This is an optimization exercise on Yosys and OpenROAD, whose aim is small area, a short achievable clock period and few clock cycles, not a production implementation.
The clock port is modelled as an ideal driver; clocking choices that lean on that would not hold on a real chip.

run A:
## poly1305
module poly1305(
  input rst_ni,
  input clk,
  input [127:0] r,
  input [127:0] s,
  input [127:0] m,
  input fb,
  input ld,
  input first,
  output [127:0] p,
  output rdy);
Settings: LEC_CHECK=0, CAP_MARGIN=50, CELL_PAD_IN_SITES_DETAIL_PLACEMENT=1, CELL_PAD_IN_SITES_GLOBAL_PLACEMENT=1, CORE_MARGIN=2, CORE_UTILIZATION=30, GPL_ROUTABILITY_DRIVEN=1, PLACE_DENSITY=0.45, SETUP_SLACK_MARGIN=5, SLEW_MARGIN=70, SYNTH_HIERARCHICAL=1; clock period 12.0 ns.
standard.sh (not shown) runs the stock make flow with config.mk's settings and CLKGATE_MAP_FILE= SYNTH_SCRIPT=/design/flow/synth_recipe.tcl, a recipe that flattens the netlist after the stock synthesis.
==> flow/flow/run.sh <==
#!/bin/bash
# Standard layout (standard.sh), with two changes to how it is made:
#  - the port buffers are sky130_fd_sc_hd__buf_2 cells (every port is still buffered);
#  - extra setup repair passes (repair_timing) after placement and after CTS.
# Each tool's full output goes to its own log in this folder.
set -euo pipefail
R=orfs/results/sky130hd/poly1305/base
MARGIN=${REPAIR_MARGIN:-7}
export BUFFER_PORTS_ARGS="-buffer_cell sky130_fd_sc_hd__buf_2"
bash standard.sh synth > 1_synth.log 2>&1
bash standard.sh floorplan > 2_floorplan.log 2>&1
bash standard.sh place > 3_place.log 2>&1
STAGE_ODB=$R/3_place.odb STAGE_SDC=$R/3_place.sdc MARGIN=$MARGIN PAD=1 \
  openroad -exit -no_init flow/repair.tcl > 3_extra_repair.log 2>&1
bash standard.sh cts > 4_cts.log 2>&1
STAGE_ODB=$R/4_cts.odb STAGE_SDC=$R/4_cts.sdc MARGIN=$MARGIN PAD=1 PROPAGATED=1 \
  openroad -exit -no_init flow/repair.tcl > 4_extra_repair.log 2>&1
bash standard.sh finish > 5_finish.log 2>&1
==> flow/flow/repair.tcl <==
# Extra setup repair on a placed (or clock-tree) database, then re-legalize.
# env: STAGE_ODB, STAGE_SDC, MARGIN, PAD
read_liberty $::env(FLOW_HOME)/platforms/sky130hd/lib/sky130_fd_sc_hd__tt_025C_1v80.lib
read_db $::env(STAGE_ODB)
read_sdc $::env(STAGE_SDC)
source $::env(FLOW_HOME)/platforms/sky130hd/setRC.tcl
if {[info exists ::env(PROPAGATED)]} { set_propagated_clock [all_clocks] }
set_dont_use [list sky130_fd_sc_hd__probe_p_8 sky130_fd_sc_hd__probec_p_8 sky130_fd_sc_hd__lpflow_*]
estimate_parasitics -placement
report_worst_slack
report_design_area
repair_timing -setup -setup_margin $::env(MARGIN) -verbose
if {[info exists ::env(PROPAGATED)]} { repair_timing -hold -hold_margin 0.05 -verbose }
set_placement_padding -global -left $::env(PAD) -right $::env(PAD)
detailed_placement
check_placement -verbose
estimate_parasitics -placement
report_worst_slack
report_design_area
write_db $::env(STAGE_ODB)
Run A has completed all stages; timing, DRC and antenna checks passed.
Setup changes, run A to run B
diff --git a/flow/flow/run.sh b/flow/flow/run.sh
--- a/flow/flow/run.sh
+++ b/flow/flow/run.sh
@@ -2,5 +2,6 @@
 # Standard layout (standard.sh), with two changes to how it is made:
 #  - the port buffers are sky130_fd_sc_hd__buf_2 cells (every port is still buffered);
-#  - extra setup repair passes (repair_timing) after placement and after CTS.
+#  - extra setup repair passes (repair_timing) after placement and after CTS;
+#  - delay cells (clkdlybuf4s*, dlygate*, dlymetal*) are not used for buffering.
 # Each tool's full output goes to its own log in this folder.
 set -euo pipefail
@@ -8,4 +9,5 @@
 MARGIN=${REPAIR_MARGIN:-7}
 export BUFFER_PORTS_ARGS="-buffer_cell sky130_fd_sc_hd__buf_2"
+export DONT_USE_CELLS="sky130_fd_sc_hd__clkdlybuf4s15_1 sky130_fd_sc_hd__clkdlybuf4s15_2 sky130_fd_sc_hd__clkdlybuf4s18_1 sky130_fd_sc_hd__clkdlybuf4s18_2 sky130_fd_sc_hd__clkdlybuf4s25_1 sky130_fd_sc_hd__clkdlybuf4s25_2 sky130_fd_sc_hd__clkdlybuf4s50_1 sky130_fd_sc_hd__clkdlybuf4s50_2 sky130_fd_sc_hd__dlygate4sd1_1 sky130_fd_sc_hd__dlygate4sd2_1 sky130_fd_sc_hd__dlygate4sd3_1 sky130_fd_sc_hd__dlymetal6s2s_1 sky130_fd_sc_hd__dlymetal6s4s_1 sky130_fd_sc_hd__dlymetal6s6s_1"
 bash standard.sh synth > 1_synth.log 2>&1
 bash standard.sh floorplan > 2_floorplan.log 2>&1
diff --git a/flow/flow/repair.tcl b/flow/flow/repair.tcl
--- a/flow/flow/repair.tcl
+++ b/flow/flow/repair.tcl
@@ -6,5 +6,5 @@
 source $::env(FLOW_HOME)/platforms/sky130hd/setRC.tcl
 if {[info exists ::env(PROPAGATED)]} { set_propagated_clock [all_clocks] }
-set_dont_use [list sky130_fd_sc_hd__probe_p_8 sky130_fd_sc_hd__probec_p_8 sky130_fd_sc_hd__lpflow_*]
+set_dont_use [list sky130_fd_sc_hd__probe_p_8 sky130_fd_sc_hd__probec_p_8 sky130_fd_sc_hd__lpflow_* sky130_fd_sc_hd__clkdlybuf4s* sky130_fd_sc_hd__dlygate* sky130_fd_sc_hd__dlymetal*]
 estimate_parasitics -placement
 report_worst_slack
[summary]
- On highest achievable clock rate, run A and run B are neck and neck.
- Area after synthesis essentially unchanged between run B and run A.
- Run A and run B ended up with roughly the same cell area.
- Run B — time the worst path needs with I/O delays and setup 0.011 ns lower, run A as reference
- Diff run A -> run B | initial antenna violation count | decrease of about 6%
- Routed length on met3 ended up about 0.6% higher on run B than on run A.
- Run B and run A ended up with roughly the same maximum count of clock buffers along a single path.
- The setup slack of run B is larger than that of run A.
- Sum of routed wire length over all layers delta (run B -> run A): insignificant
No functional check of the RTL was part of any run of this note.

[static timing again, ports no longer ideal]
The results above use ideal ports. As a check the final layouts listed here were re-extracted and re-timed, cells and wires unchanged.
Step 1: set_driving_cell puts a clkbuf_16 on clk and a buf_2 on each other input, an assumption about the parent block.
Step 2 adds t to the input delays and takes it off the output delays; t is the mean of the earliest and latest rising clock arrival at the registers after step 1. Input paths then give back, and output paths get back, about the clock's delay inside the block.
Three values: no drivers, after step 1, after step 2; two values: the first two.
run | t (ns) | slack for setup (ns) | worst setup path after step 2 | clock arrival spread, ns
run A | 0.963 | 6.965 / 6.965 / 6.789 | input to register | 0.060 / 0.060
run B | 0.965 | 6.976 / 6.976 / 6.849 | input to register | 0.067 / 0.067
After both steps setup and hold are still met in every run listed. The setup slack of run A, which loses most, moves by 0.000 ns with the drivers and by -0.176 ns with both steps.
